Context: an optimization exercise on an open-source flow, tuned for small area. The choices shown serve that exercise and are no tape-out recipe. In this exercise RTL edits were held to simulation tests only and were not proved equivalent to the original. Power figures rest on the tool's default switching activity, not on a simulated workload.

==> design.v <==
module LedBlinker (
	i_clk,
	i_reset,
	i_switch_1,
	i_switch_2,
	o_led
);
input i_clk, i_reset, i_switch_1, i_switch_2;
output o_led;
parameter c_CLK_COUNT_1HZ = 50000;
parameter c_CLK_COUNT_10HZ = 5000;
parameter c_CLK_COUNT_50HZ = 1000;
parameter c_CLK_COUNT_100HZ = 500;
reg [31:0] r_CLK_COUNT_1HZ;
reg [31:0] r_CLK_COUNT_10HZ;
reg [31:0] r_CLK_COUNT_50HZ;
reg [31:0] r_CLK_COUNT_100HZ;
reg r_1HZ_toggle;
reg r_10HZ_toggle;
reg r_50HZ_toggle;
reg r_100HZ_toggle;
reg r_en;
reg r_led_select;
assign o_led = r_led_select;
always @(posedge i_clk) begin
	r_1HZ_toggle <= 1'b0;
	r_CLK_COUNT_1HZ <= r_CLK_COUNT_1HZ + 1'd1;
	if (r_CLK_COUNT_1HZ  == (c_CLK_COUNT_1HZ - 1)) begin
		r_1HZ_toggle <= 1'b1;
		r_CLK_COUNT_1HZ <= 0;
	end
	if (i_reset) begin
		r_1HZ_toggle <= 1'b0;
		r_CLK_COUNT_1HZ <= 0;
	end
end
always @(posedge i_clk) begin
	r_10HZ_toggle <= 1'b0;
	r_CLK_COUNT_10HZ <=  r_CLK_COUNT_10HZ + 1'd1;
	if (r_CLK_COUNT_10HZ  == (c_CLK_COUNT_10HZ - 1)) begin
		r_10HZ_toggle <= 1'b1;
		r_CLK_COUNT_10HZ <= 0;
	end
	if (i_reset) begin
		r_10HZ_toggle <= 1'b0;
		r_CLK_COUNT_10HZ <= 0;
	end
end
always @(posedge i_clk) begin
	r_50HZ_toggle <= 1'b0;
	r_CLK_COUNT_50HZ <=  r_CLK_COUNT_50HZ + 1'd1;
	if (r_CLK_COUNT_50HZ  == (c_CLK_COUNT_50HZ - 1)) begin
		r_50HZ_toggle <= 1'b1;
		r_CLK_COUNT_50HZ <= 0;
	end
	if (i_reset) begin
		r_50HZ_toggle <= 1'b0;
		r_CLK_COUNT_50HZ <= 0;
	end
end
always @(posedge i_clk) begin
	r_100HZ_toggle <= 1'b0;
	r_CLK_COUNT_100HZ <=  r_CLK_COUNT_100HZ + 1'd1;
	if (r_CLK_COUNT_100HZ  == (c_CLK_COUNT_100HZ - 1)) begin
		r_100HZ_toggle <= 1'b1;
		r_CLK_COUNT_100HZ <= 0;
	end
	if (i_reset) begin
		r_100HZ_toggle <= 1'b0;
		r_CLK_COUNT_100HZ <= 0;
	end
end
always @(posedge i_clk) begin
	case ({i_switch_1, i_switch_2})  
		2'b01 	: r_en <= r_10HZ_toggle;
		2'b10	   : r_en <= r_50HZ_toggle;
		2'b11		: r_en <= r_100HZ_toggle;
		default  : r_en <= r_1HZ_toggle;
	endcase
	if (!i_reset) begin
		if (r_en) begin
			r_led_select <= !r_led_select;
		end
	end
	else begin
		r_en <= 1'b0;
		r_led_select <= 0;
	end
end
endmodule
==> run.sh <==
#!/bin/bash
# synth_recipe.tcl (not shown) runs the flow's synth.tcl, then flattens the netlist and writes it again
# the make line also repeats each setting of config.mk as NAME=value (left out here)
make -C /OpenROAD-flow-scripts/flow DESIGN_CONFIG=/design/flow/config.mk WORK_HOME=/design/flow/orfs CLKGATE_MAP_FILE= SYNTH_SCRIPT=/design/flow/synth_recipe.tcl finish
==> config.mk <==
export PLATFORM = sky130hd
export DESIGN_NAME = LedBlinker
export DESIGN_NICKNAME = LedBlinker
export VERILOG_FILES = /design/flow/design.v
export SDC_FILE = /design/flow/constraint.sdc
export NUM_CORES = 4
export LEC_CHECK = 0
export CAP_MARGIN = 20
export CORE_MARGIN = 2
export CORE_UTILIZATION = 40
export CTS_BUF_LIST = sky130_fd_sc_hd__clkbuf_8 sky130_fd_sc_hd__clkbuf_16
export SLEW_MARGIN = 20
==> constraint.sdc <==
create_clock -name core_clock -period 10.0 [get_ports {i_clk}]
set_input_delay 2.0000 -clock core_clock [delete_from_list [all_inputs] [get_ports {i_clk}]]
set_output_delay 2.0000 -clock core_clock [all_outputs]
set_load 0.01 [all_outputs]
==> impl_results.md, run 1 <==
* Status: finished clean
* Initial antenna violation count at 0
* Initial Utilization at 40.4%
* P_leak at ~2 nW
* Antenna cell count at 0
* CTS tree: built
* Vias in the first global route at about 5000
* First-pass GRT wire length at 23300 um
* Area share of the largest cell type after synthesis at between 40 and 50%
* Terminus of the critical flop-to-flop path: r_CLK_COUNT_50HZ[28]
* CP Launch Type: flip-flop
* Relative slew margins at 47.4%
* Comb pwr share at under 10%
* Final Worst Setup Slack at around 6.7 ns
* DRC violations left at 0
* Hold Path Stages at 1
* Area added between synthesis and finish at 12.1%
* Tcrit/Tclk final at 32.9%
* First-pass detailed-route iteration total at 5
* Synth async-reset ratio at 0%
* Warnings from Yosys at 1
* Highest clock rate at between 300 and 400 MHz
* # hold bufs at CTS at 0
* Worst-case reg-to-reg path depth at 5
* Root buffer cell: clkbuf_16
* Top delay family on crit path: buffers and inverters
* Most frequent cell after synthesis: dfxtp_1
* Clock power frac at about half
* Cell variety after synth at 42
* Vias per std cell at 5.79
* Fin. max-slew vios at 0
* Die area at 0.0169 mm^2
* Net Sw Frac at around a fifth
* Worst EP arrival at 1.29 ns
* Cell row count at 46
* First DRT Iteration DRCs at between 400 and 500
* Seq/Total Area, Yosys at between 40% and 50%
* Period minus WS final at ~3.3 ns
* Final Hold Viols at 0
* Worst R2R Start: r_CLK_COUNT_50HZ[0]
* Setup crit end kind: output pin
* CP max stage delay at 0.54 ns
* Switching power at around 0.23 mW
* Worst Skew at 0.00565 ns
* Post-DP HPWL at between 9000 and 10000 um
* Setup TNS at 0 ns
* Postcts setup bufs at 0
* CTS-repair resized insts at 0
* CTS Buf Count at 17
* Power Density at approximately 160 mW/mm^2
* Synth Register Bits at between 100 and 150
* Mapped cell area at between 0.006 and 0.007 mm^2
* WL/cell at 14.2 um
* Area leader, netlist: dfxtp_1
* Reg2Reg Setup Slack at around 7.7 ns
* Core ar. at around 0.016 mm^2
* # H-tree levels at 4
* Synth area leaders: dfxtp_1 42%, or4_1 5.7%, a21oi_1 5.4%, o31ai_1 5.0%, nand4_1 4.5%
* I/O pin total at 5
* Final Core Density at about 45%
* Die Ht at between 100 and 150 um
* Largest net degree at the start of global routing at 35
* WP data required at around 8 ns
* Clock buffer depth at 2
* Layout cells sized above 1 at 6.03%
* Crit-path cells: clkdlybuf4s50_1
* Clock-pin slew on the worst setup and hold paths at ~0.060 ns
* Ys flop type: dfxtp_1
* Setup CP Type: reg -> out
* Hold Startpoint: r_CLK_COUNT_50HZ[0]
* Layout Nets at 746
* Global route overflow at 0
* Most frequent cells after synthesis: 134 x dfxtp_1, 69 x a21oi_1, 69 x nor2_1, 48 x or4_1, 46 x nand4_1
* Hold EP: r_CLK_COUNT_50HZ[0]
* Clock latency on the worst-skew pair at between 0.4 and 0.5 ns
* WP buf/inv at 1
* Unrepaired setup endpoints after global routing: no
* DRT antenna net count at 0
* Global-route usage over all layers at between 10% and 20%
* Final setup vio count at 0
* Pint at 0.904 mW
* Global placer's final weighted congestion at roughly 0.78
* Max-Cap Viols at 0
* Die W at ~130 um
* Synthesized Nets at between 700 and 800
* Vias at roughly 5600
* Total Wirelength at approximately 14000 um
* Sequential Power Share at 47.7%
* Tightest Pin Transition at 0.786 ns
* Syn avg cell area at between 8 and 9 um^2
* Pre-CTS setup slack at 6.43 ns
* Clock sink count at around 130
* Maximum vdd ir drop at approximately 0.098 mV
* Post-synth EDFFs at 0
* IO Port Bufs at 4
* Crit-path max FO at 2
* Critical path's slowest cell: clkdlybuf4s50_1
* Gate Count Post-Synth at between 700 and 800
* Hold Crit Class: reg -> reg
==> kinds of logic (layout without fill, tap and decap cells) <==
group	count (synthesis)	in the layout	share of synthesized area, %
AND/OR/NAND/NOR	361	361	32.7
buffers and inverters	55	51	3.53
multiplexers	2	2	0.512
adder cells (fa/ha/maj)	5	5	0.985
XOR/XNOR	51	51	7.03
AO/OA/AOI/OAI	142	142	13.0
flip-flops	134	134	42.2
==> power by group through the flow <==
stage          Sequential, mW  Clock, mW  Combinational (mW)
3_5_place_dp            0.554          0              0.0213
4_1_cts                 0.543      0.588              0.0214
2_1_floorplan           0.553          0              0.0142
6_report                0.543      0.574              0.0210
3_3_place_gp            0.554          0              0.0195
5_1_grt                 0.543      0.613              0.0243
==> worst max-delay path by stage <==
| stage | startpoint | to | slack (ns) | depth (start not counted) |
|---|---|---|---|---|
| 2_1_floorplan | i_switch_2 | r_en | 7.28 | 2 |
| 3_3_place_gp | i_reset | r_CLK_COUNT_50HZ[11] | 6.42 | 4 |
| 3_5_place_dp | i_reset | r_CLK_COUNT_1HZ[23] | 6.43 | 5 |
| 4_1_cts | r_led_select | o_led | 6.69 | 1 |
| 5_1_grt | r_led_select | o_led | 6.67 | 1 |
| 6_report | r_led_select | o_led | 6.71 | 1 |
==> cell type report <==
type / instances / area (um^2)
clock buffer: 21 / 480
clock inverter: 7 / 58.8
fill: 1481 / 8600
inverter: 15 / 56.3
multi-input combinational: 561 / 3490
sequential: 134 / 2680
tap: 216 / 270
timing repair buffer: 8 / 81.3
==> state kept, by name (all words and copies together), names as in the netlist <==
register / flops
r_50HZ_toggle: 1
r_CLK_COUNT_1HZ: 32
r_1HZ_toggle: 1
r_CLK_COUNT_100HZ: 32
r_CLK_COUNT_50HZ: 32
r_100HZ_toggle: 1
r_led_select: 1
r_10HZ_toggle: 1
r_CLK_COUNT_10HZ: 32
r_en: 1
==> layer usage <==
layer | global-route usage (%) | wire (um)
met5 | 0 | 0
met4 | 7.08 | 224
met1 | 22.6 | 6800
met2 | 26.2 | 6220
met3 | 4.72 | 413
==> through the flow <==
stage,hold WS (ns),cells,power [mW],area [um^2]
global route,0.490,962,1.18,7120
detailed placement,0.453,933,0.575,6570
CTS,0.466,961,1.15,7100
finish,0.458,962,1.14,7120
floorplan,0.426,750,0.567,6350
global placement,0.438,932,0.573,6540
==> layout by cell type, fill, tap and decap left out, types with 2 or more instances in the layout <==
| master | instances |
|---|---|
| dfxtp_1 | 134 |
| a21oi_1 | 69 |
| nor2_1 | 69 |
| or4_1 | 48 |
| nand4_1 | 46 |
| nand2_1 | 44 |
| nand3_1 | 40 |
| o31ai_1 | 40 |
| xnor2_1 | 30 |
| nor4_1 | 29 |
| or3_1 | 28 |
| o21ai_0 | 26 |
| xor2_1 | 21 |
| inv_1 | 18 |
| clkbuf_16 | 17 |
| and4_1 | 14 |
| nor3_1 | 9 |
| and2_1 | 6 |
| and3_1 | 5 |
| ha_1 | 5 |
| nor4b_1 | 4 |
| clkbuf_8 | 4 |
| clkdlybuf4s50_1 | 4 |
| or4_4 | 3 |
| or2_2 | 3 |
| nand2b_1 | 2 |
| nor4bb_1 | 2 |
| o31ai_4 | 2 |
| o41ai_1 | 2 |
| nand3b_1 | 2 |
| clkinv_2 | 2 |
| buf_4 | 2 |
==> run 2, diff against run 1 <==
==> design.v (replaced) <==
module LedBlinker (
	i_clk,
	i_reset,
	i_switch_1,
	i_switch_2,
	o_led
);
input i_clk, i_reset, i_switch_1, i_switch_2;
output o_led;
reg [3:0] r_a;
reg [6:0] r_b;
reg [4:0] r_q;
reg       r_en;
reg       r_led;
assign o_led = r_led;
wire w_b_step = ~|r_b[5:0];
wire w_b_zero = w_b_step & r_b[6];
wire w_q_m5   = (r_q == 5'd0) | (r_q == 5'd5) | (r_q == 5'd10) |
                (r_q == 5'd15) | (r_q == 5'd20);
wire w_q_z    = (r_q == 5'd0);
wire w_tick = ~r_a[0] & ~r_a[1] &
              ((i_switch_1 & i_switch_2) |
               (~r_a[2] & (i_switch_1 |
                           (w_q_m5 & (i_switch_2 | (~r_a[3] & w_q_z))))));
wire [4:0] w_q_inc = {r_q[4] ^ (r_q[3] & r_q[2] & r_q[1] & r_q[0]),
                      r_q[3] ^ (r_q[2] & r_q[1] & r_q[0]),
                      r_q[2] ^ (r_q[1] & r_q[0]),
                      r_q[1] ^ r_q[0],
                      ~r_q[0]};
always @(posedge i_clk) begin
	if (i_reset) begin
		r_a   <= 4'd0;
		r_b   <= 7'd0;
		r_q   <= 5'd0;
		r_en  <= 1'b0;
		r_led <= 1'b0;
	end else begin
		r_a   <= {r_a[3] ^ (r_a[2] & r_a[1] & r_a[0]),
		          r_a[2] ^ (r_a[1] & r_a[0]),
		          r_a[1] ^ r_a[0],
		          ~r_a[0]};
		r_b   <= {~r_b[5:0], ~w_b_step & (r_b[6] ^ r_b[5])};
		if (w_b_step)
			r_q <= (r_q[4] & r_q[3]) ? 5'd0 : w_q_inc;
		r_en  <= w_b_zero & w_tick;
		r_led <= r_led ^ r_en;
	end
end
endmodule
==> config.mk (replaced) <==
export PLATFORM = sky130hd
export DESIGN_NAME = LedBlinker
export DESIGN_NICKNAME = LedBlinker
export VERILOG_FILES = /design/flow/design.v
export SDC_FILE = /design/flow/constraint.sdc
export NUM_CORES = 4
export LEC_CHECK = 0
export CAP_MARGIN = 20
export CORE_AREA = 4 4 66 66
export CTS_BUF_LIST = sky130_fd_sc_hd__clkbuf_4
export CTS_CLUSTER_DIAMETER = 100
export CTS_CLUSTER_SIZE = 30
export DIE_AREA = 0 0 70 70
export SLEW_MARGIN = 20
==> run 2 against run 1 <==
  * Still clean
  * Synthesized cell count fell by 88%
  * Hold slack got worse by 0.016 ns
  * Die area fell by 71%
  * Global-route usage fell by 12 points
  * Sequential power fell by 85%
  * Sequential share of layout area rose by 1.1 points
  * Clock skew rose by 0.0070 ns
  * Total power fell by 89%
  * Largest power group is now registers
==> impl_results.md, run 2 <==
* WL/cell at 8.81 um (-38%)
* Reg2Reg Setup Slack at 8.41 ns (+0.70 ns)
* Post-DP HPWL at 929 um (-90%)
* Tcrit/Tclk final at 31.9% (-1.0 points)
* Initial antenna violation count at 0 (unchanged)
* Die W at 70 um (-46%)
* Comb pwr share at 10.2% (+8.4 points)
* Setup crit end kind: output pin
* Worst-case reg-to-reg path depth at 6 (+1)
* Top delay family on crit path: buffers and inverters
* Hold Startpoint: r_b[0]
* Die area at 0.00490 mm^2 (-71%)
* CP max stage delay at 0.54 ns (about the same)
* Total Wirelength at 1230 um (-91%)
* Final Worst Setup Slack at 6.81 ns (+0.100 ns)
* Largest net degree at the start of global routing at 19 (-46%)
* Final Core Density at 25.2% (-20 points)
* Largest registers: r_b x7, r_q x5, r_a x4
* Design area at 930 um^2 (-87%)
* CTS tree: built
* Mapped cell area at 826 um^2 (-87%)
* Area added between synthesis and finish at 12.6%
* Maximum vdd ir drop at 0.0557 mV (-43%)
* Most frequent cell after synthesis: dfxtp_1
* Cell variety after synth at 29 (-31%)
* Unrepaired setup endpoints after global routing: no
* I/O pin total at 5 (unchanged)
* Commonest non-fill, non-tap cell in the layout: dfxtp_1
* Synth Register Bits at 18 (-87%)
* Worst EP arrival at 1.19 ns (-0.10 ns)
* Gate Count Post-Synth at 87 (-88%)
* Synth async-reset ratio at 0% (unchanged)
* Switching power at 0.0307 mW (-87%)
* # H-tree levels at 1 (-3)
* Global-route usage over all layers at 5.52% (-12 points)
* Clock latency on the worst-skew pair at 0.29 ns (-0.13 ns)
* Setup TNS at 0 ns (unchanged)
* Die Ht at 70 um (-46%)
* Postcts setup bufs at 0 (unchanged)
* CP Launch Type: flip-flop
* Critical path's slowest cell: clkdlybuf4s50_1
* Warnings from Yosys at 1 (unchanged)
* Clock power frac at 27.7% (-23 points)
* First-pass detailed-route iteration total at 4 (-1)
* Crit-path max FO at 2 (unchanged)
* Syn avg cell area at 9.49 um^2 (+12%)
* Pint at 0.0964 mW (-89%)
* M2 GR Usage at 7.45% (-19 points)
* DRT antenna net count at 0 (unchanged)
* Hold Crit Class: reg -> reg
* Setup CP Type: reg -> out
* First-pass GRT wire length at 2190 um (-91%)
* Ys flop type: dfxtp_1
* Pre-CTS setup slack at 6.59 ns (+0.166 ns)
* # hold bufs at CTS at 0 (unchanged)
* Global placer's final weighted congestion at 0.676 (-13%)
* Initial Utilization at 22.4% (-18 points)
* Core ar. at 0.00369 mm^2 (-77%)
* Final Hold Viols at 0 (unchanged)
* WP buf/inv at 1 (unchanged)
* Global route overflow at 0 (unchanged)
* Seq/Total Area, Yosys at 43.6% (+1.4 points)
* Worst Skew at 0.0127 ns (+0.00701 ns)
* Most frequent cells after synthesis: 18 x dfxtp_1, 13 x nor2_1, 8 x nand2_1, 6 x ha_1, 6 x inv_1
* Antenna cell count at 0 (unchanged)
* Relative slew margins at 58.2% (+11 points)
* Clock-pin slew on the worst setup and hold paths at 0.10 ns (+0.04 ns)
* DRC violations left at 0 (unchanged)
* Net Sw Frac at 24.1% (+3.6 points)
* Fin. max-slew vios at 0 (unchanged)
* Sequential Power Share at 62.1% (+14 points)
* Status: finished clean
* Clock buffer depth at 2 (unchanged)
* Layout Nets at 102 (-86%)
* Synthesized Nets at 97 (-87%)
* GRT met1 Usage at 7.22% (-15 points)
* Area share of the largest cell type after synthesis at 43.6% (+1.4 points)
* Hold Path Stages at 1 (unchanged)
* Power Density at 137 mW/mm^2 (-15%)
* Met3 Use GR at 2.73% (-2.0 points)
* Vias at 557 (-90%)
* Highest clock rate at 314 MHz (+3.1%)
* Terminus of the critical flop-to-flop path: r_en
* Post-synth EDFFs at 0 (unchanged)
* Vias per std cell at 4.01 (-31%)
* Clock sink count at 18 (-87%)
* P_leak at 0.339 nW (-83%)
* Synth area leaders: dfxtp_1 44%, ha_1 9.1%, nor2_1 5.9%, nand2_1 3.6%, a2111oi_4 3.3%
* CTS-repair resized insts at 0 (unchanged)
* Hold EP: r_b[1]
* Cell row count at 22 (-52%)
* Most frequent cells in the layout: 18 x dfxtp_1, 13 x nor2_1, 8 x nand2_1
* Total Power at 0.127 mW (-89%)
* Period minus WS final at 3.19 ns (-0.100 ns)
* Tightest Pin Transition at 0.625 ns (-0.162 ns)
* Max-Cap Viols at 0 (unchanged)
* Layout cells sized above 1 at 9.89% (+3.9 points)
* Vias in the first global route at 517 (-90%)
* Grt peak-use layer: met2
* Worst R2R Start: r_q[0]
* Area leader, netlist: dfxtp_1
* First DRT Iteration DRCs at 29 (-93%)
* WP data required at 8.00 ns (about the same)
* Placed cell area at 903 um^2 (-86%)
* Final setup vio count at 0 (unchanged)
* Crit-path cells: clkdlybuf4s50_1
* IO Port Bufs at 4 (unchanged)
* Max reg flops at 7
* Root buffer cell: clkbuf_4
* Most flops, register: r_b
* CTS Buf Count at 3 (-14)
==> run 2: changes by cell type after synthesis, sizes merged, moves of 29 or more <==
cell / change
a21oi: -64
clkbuf: -29
dfxtp: -116
nand2: -36
nand3: -35
nand4: -47
nor2: -56
nor4: -29
o31ai: -42
or4: -51
==> run 2: logic make-up (layout without fill, tap and decap cells) <==
kind of cell	after synthesis	count (layout)	synth area share, %
compound gates	14	14	14.4
fa+ha+maj	6	6	9.09
mux	1	1	1.21
simple gates	34	34	22.0
xor+xnor	4	4	4.24
flops	18	18	43.6
buf+inv	10	14	5.45
==> run 2: layer usage <==
layer  wire length (um)  part of all wire [%]  vias to the layer above
li1                   -                     -                      298
met1                647                    53                      251
met2                536                    44                        8
met3                 41                   3.3                        0
met4                  0                     0                        0
met5                  0                     0                        -
==> run 2: stage by stage <==
stage / hold WS [ns] / std cells
after global placement: 0.413 / 135
after CTS: 0.437 / 139
final: 0.442 / 139
after global routing: 0.449 / 139
after floorplan: 0.393 / 87
after detailed placement: 0.416 / 135
==> run 2: how the worst max path moves through the flow <==
stage | from | cells after the start | to | slack [ns]
after floorplan | i_switch_2 | 4 | r_en | 7.17
after global placement | i_switch_2 | 5 | r_en | 6.63
after detailed placement | i_switch_2 | 5 | r_en | 6.59
after CTS | r_led | 1 | o_led | 6.80
after global routing | r_led | 1 | o_led | 6.74
final | r_led | 1 | o_led | 6.81
==> run 2: area by class of cell <==
cell class | count | area [um^2]
sequential | 18 | 360
timing repair buffer | 4 | 40.0
inverter | 6 | 22.5
multi-input combinational | 59 | 420
fill | 393 | 2760
clock buffer | 3 | 22.5
clock inverter | 1 | 3.75
tap | 48 | 60.1
==> run 2: worst register-to-register path: cells and delay by family (launching register included) <==
family                     cells  cell delay, ns
buffers and inverters          1            0.11
AOI/OAI and AO/OA              3            0.76
and+or+nand+nor                1            0.07
DFF                            1            0.37
adders and majority gates      1            0.21
==> run 2: power by group through the flow <==
| stage | clock network, mW | registers, mW | logic, mW |
|---|---|---|---|
| floorplan | 0 | 0.0801 | 0.0101 |
| global placement | 0 | 0.0806 | 0.0128 |
| detailed placement | 0 | 0.0806 | 0.0131 |
| CTS | 0.0368 | 0.0790 | 0.0132 |
| global route | 0.0399 | 0.0795 | 0.0148 |
| finish | 0.0352 | 0.0790 | 0.0129 |

## separate check: timing with driven ports
The results above use ideal ports. As a check the final layouts listed here were re-extracted and re-timed, cells and wires unchanged. Step 1 (the two cells are an assumption about what drives the block):
set clk [get_ports {i_clk}]
set_driving_cell -lib_cell sky130_fd_sc_hd__clkbuf_16 $clk
set_driving_cell -lib_cell sky130_fd_sc_hd__buf_2 [delete_from_list [all_inputs] $clk]
Step 2 times the ports against the registers' clock, not the clock port: input delays grow and output delays shrink by t, the midpoint of the rising clock arrivals with the driver on. Three values: ideal ports, drivers, drivers and shift; two values: the first two.
run | shift t [ns] | setup WS [ns] | worst hold slack (ns) | slew at the worst register clock pin (ns)
run 1 | 0.461 | 6.711 / 6.667 / 6.392 | 0.458 / 0.458 / 0.458 | 0.06 / 0.06
run 2 | 0.304 | 6.812 / 6.791 / 6.576 | 0.442 / 0.442 / 0.442 | 0.10 / 0.10
After both steps every run listed still meets setup and hold. The setup slack of run 1, which loses most, moves by -0.044 ns with the drivers and by -0.319 ns with both steps.
